Context: an optimization exercise on an open-source flow, tuned for small area and a short achievable clock period. The choices shown serve that exercise and are no tape-out recipe.
The RTL was checked by simulation tests, not by an equivalence proof against the original design.
No activity file was given, so power comes from the tool's default toggle rates.

Setup of try-sierra:
// DSP
module DSP (A,B,D,C,CLK,CARRYIN,OPMODE,BCIN,RSTA,RSTB,RSTM,
RSTP,RSTC,RSTD,RSTCARRYIN,RSTOPMODE,CEA,CEB,CEM,CEP,CEC,CED,
CECARRYIN,CEOPMODE,PCIN,BCOUT,PCOUT,P,M,CARRYOUT,CARRYOUTF);
clock: 7.0 ns
lec_check: 0
abc_area: 1
cap_margin: 5
core_margin: 2
core_utilization: 40
cts_cluster_diameter: 100
cts_cluster_size: 22
setup_slack_margin: 2.9
slew_margin: 5
buffer_ports_args: -buffer_cell sky130_fd_sc_hd__buf_2
pre_resize_tcl: /design/flow/flow/ports.tcl
standard.sh (not shown) runs the stock make flow with config.mk's settings and CLKGATE_MAP_FILE= SYNTH_SCRIPT=/design/flow/synth_recipe.tcl, a recipe that flattens the netlist after the stock synthesis.
==> flow/flow/run.sh <==
#!/bin/bash
# The standard layout (standard.sh: standard synthesis, then ORFS to
# finish), with one change: the port buffers are plain buffers (buf_2 from
# buffer_ports, then buf_1 on the inputs) instead of the delay cell
# buffer_ports picks by default.  Each tool's output is in orfs/logs.
set -euo pipefail
HERE=$(pwd)
cat >> config.mk <<EOC
export BUFFER_PORTS_ARGS = -buffer_cell sky130_fd_sc_hd__buf_2
export PRE_RESIZE_TCL = $HERE/flow/ports.tcl
EOC
bash standard.sh > standard.log 2>&1
==> flow/flow/ports.tcl <==
# Before repair_design: the input ports' buffers become buf_1.
set n 0
foreach bterm [[ord::get_db_block] getBTerms] {
  if {[$bterm getIoType] ne "INPUT"} { continue }
  set net [$bterm getNet]
  if {$net eq "NULL" || [$net getSigType] eq "CLOCK"} { continue }
  foreach iterm [$net getITerms] {
    set inst [$iterm getInst]
    if {[[$inst getMaster] getName] eq "sky130_fd_sc_hd__buf_2"} {
      replace_cell [get_cells [$inst getName]] sky130_fd_sc_hd__buf_1
      incr n
    }
  }
}
puts "flow/ports.tcl: $n input buffers set to buf_1"
> inputs changed (try-sierra -> try-delta)
Settings: CAP_MARGIN now 20, was 5; CTS_CLUSTER_SIZE no longer set, was 22; SLEW_MARGIN now 20, was 5; SETUP_SLACK_MARGIN now 3.0, was 2.9; TNS_END_PERCENT now 20, previously not set; CTS_CLUSTER_DIAMETER no longer set, was 100.
==> summary.txt <==
- Internal power contribution (try-delta over try-sierra): increase, 20%
- Worst setup path category: reg -> reg -> try-sierra, reg -> out -> try-delta
- Sort try-delta and try-sierra by worst setup slack desc -> top: try-sierra
- try-sierra -> try-delta: overall power after layout increased by more than 10%
- | post-layout minimum cycle time | higher: try-delta |
The following lists how try-quartz was set up differently from try-delta:
Settings: swapping 3.0 for 3.3 in SETUP_SLACK_MARGIN; clearing TNS_END_PERCENT, which used to be 20.
### Flow results
- Compared try-quartz vs try-delta, and final worst-path cycle share is down in try-quartz.
- Sort try-quartz and try-delta by total of clock buffers placed in the layout, descending, and try-quartz comes first.
- Non-clock inverter total of the final layout: try-quartz higher than try-delta
- Relative to try-delta, the final cell area reported for try-quartz is higher.
- Diff try-delta -> try-quartz | wire length | increase of 8.4%
- For try-quartz, the startpoint-to-endpoint class of the critical path was in -> reg, unlike try-delta, where it was reg -> out.
What try-garnet does differently from try-quartz at the input level:
Settings: CTS_CLUSTER_SIZE: unset -> 22; SETUP_SLACK_MARGIN: 3.3 -> 2.8; CTS_CLUSTER_DIAMETER: unset -> 100.
Results
try-garnet vs try-quartz — number of non-clock inverters dropped by a few percent. Average wire length per cell after detail routing: higher on try-quartz. Compare try-quartz and try-garnet | register share of the cell area lower: try-quartz. try-quartz → try-garnet: clock latency on the worst-skew pair barely changed; flip-flop and latch count barely changed; required time reported for the critical path endpoint dropped 1.83 ns; clock period minus final worst setup slack climbed 0.19 ns. Final instance area, try-quartz and try-garnet: smaller value in try-garnet.


== run 1 ==
Starting RTL as in the previous note.
Settings: LEC_CHECK=0, ABC_AREA=1, CAP_MARGIN=20, CORE_MARGIN=2, CORE_UTILIZATION=40, SETUP_SLACK_MARGIN=2.8, SLEW_MARGIN=20, BUFFER_PORTS_ARGS=-buffer_cell sky130_fd_sc_hd__buf_2, PRE_RESIZE_TCL=/design/flow/flow/ports.tcl; clock period 7.0 ns.
Scripts as last shown in full above: flow/flow/run.sh, flow/flow/ports.tcl
The final layout from run 1, which completed every stage, passed the timing, DRC and antenna checks at the end of the flow.
Changes in run 2 relative to run 1:
- CAP_MARGIN: 20 -> 5
- CTS_CLUSTER_DIAMETER: unset -> 115
- CTS_CLUSTER_SIZE: unset -> 24
- SETUP_SLACK_MARGIN: 2.8 -> 2.9
- SLEW_MARGIN: 20 -> 5
## What came out
- Comparing run 1 with run 2, the post-detailed-route count of antenna-violating nets came out essentially unchanged.
- A worst setup path endpoint of M[33] is what run 1 shows, while ms[23] belongs to run 2.
- In terms of final net count, run 2 and run 1 differ only marginally.
- Cmp run 1 and run 2 / signal arrival time at the worst endpoint / lower: run 1
- | sequential cell area share | lower: run 1 |
- Run comparison: run 1 beginning of the critical path ms[9]; run 2 beginning of the critical path br[7]
- Run 1 -> run 2: area after synthesis delta 0, exact match
- Diff run 1 -> run 2: final number of hold-violating endpoints neither gained nor lost much; final wirelength neither gained nor lost much; met1 usage picked up an extra 0.45 points.
- From run 1 to run 2 the numbers moved as follows: wire length of the first global-routing pass about even, proportion of power drawn by flip-flops and latches now larger.
diff inputs: run 2 => run 3
- a change of SETUP_SLACK_MARGIN from 2.9 to 3.0
- a change of CAP_MARGIN from 5 to 20
- a change of SLEW_MARGIN from 5 to 20
- a change of CTS_CLUSTER_DIAMETER from 115 to 130
- a change of CTS_CLUSTER_SIZE from 24 to 26
Run 3 | stages: all done | timing, DRC, antenna: all pass. Compared with run 2, met3 layer wire length in the routed design in run 3 decreased by a few percent. Proportion of power drawn by combinational gates, run 2 and run 3, lower one = run 2. Compared with run 2, run 3 shows total inserted antenna cells higher by 1. Run 3 -> run 2: post-route non-filler standard cell count flat. Relative to run 2, worst setup slack has decreased by 6.7 ps in run 3. In the reports for run 2 and run 3, the smaller storage element area belongs to run 2. As far as global routing usage summed across all routing layers is concerned, run 3 and run 2 perform about the same.

[static timing again, ports no longer ideal]
How much do the figures lean on ideal ports? The routed layouts below were timed once more, with nothing changed but the port constraints. Step 1, drivers: a clkbuf_16 drives CLK and a buf_2 each remaining input, both assumed. Step 2 times the ports against the registers' clock, not the clock port: input delays grow and output delays shrink by t, the midpoint of the rising clock arrivals with the driver on. Slacks: ideal ports / drivers / drivers and shift; pairs: ideal ports / drivers.
| run | t, ns | setup WS [ns] | worst hold slack (ns) | latest minus earliest clock arrival (ns) | pins driven straight from the clock port |
|---|---|---|---|---|---|
| try-sierra | 0.603 | 2.986 / 2.959 / 2.503 | 0.466 / 0.466 / 0.466 | 0.031 / 0.030 | 1 |
| try-delta | 0.627 | 2.954 / 2.893 / 2.455 | 0.461 / 0.461 / 0.461 | 0.030 / 0.029 | 1 |
| try-quartz | 0.620 | 3.090 / 3.031 / 2.500 | 0.460 / 0.460 / 0.460 | 0.027 / 0.026 | 1 |
| try-garnet | 0.607 | 2.905 / 2.845 / 2.489 | 0.467 / 0.467 / 0.467 | 0.022 / 0.021 | 1 |
| run 1 | 0.611 | 2.908 / 2.849 / 2.382 | 0.463 / 0.463 / 0.463 | 0.023 / 0.023 | 1 |
| run 2 | 0.591 | 3.003 / 2.964 / 2.493 | 0.466 / 0.466 / 0.466 | 0.035 / 0.035 | 1 |
| run 3 | 0.599 | 2.996 / 3.016 / 2.418 | 0.466 / 0.466 / 0.466 | 0.028 / 0.027 | 1 |
After both steps setup and hold are still met in every run listed. For try-quartz, which loses most, drivers alone change the setup slack by -0.059 ns; drivers and shift together by -0.590 ns.
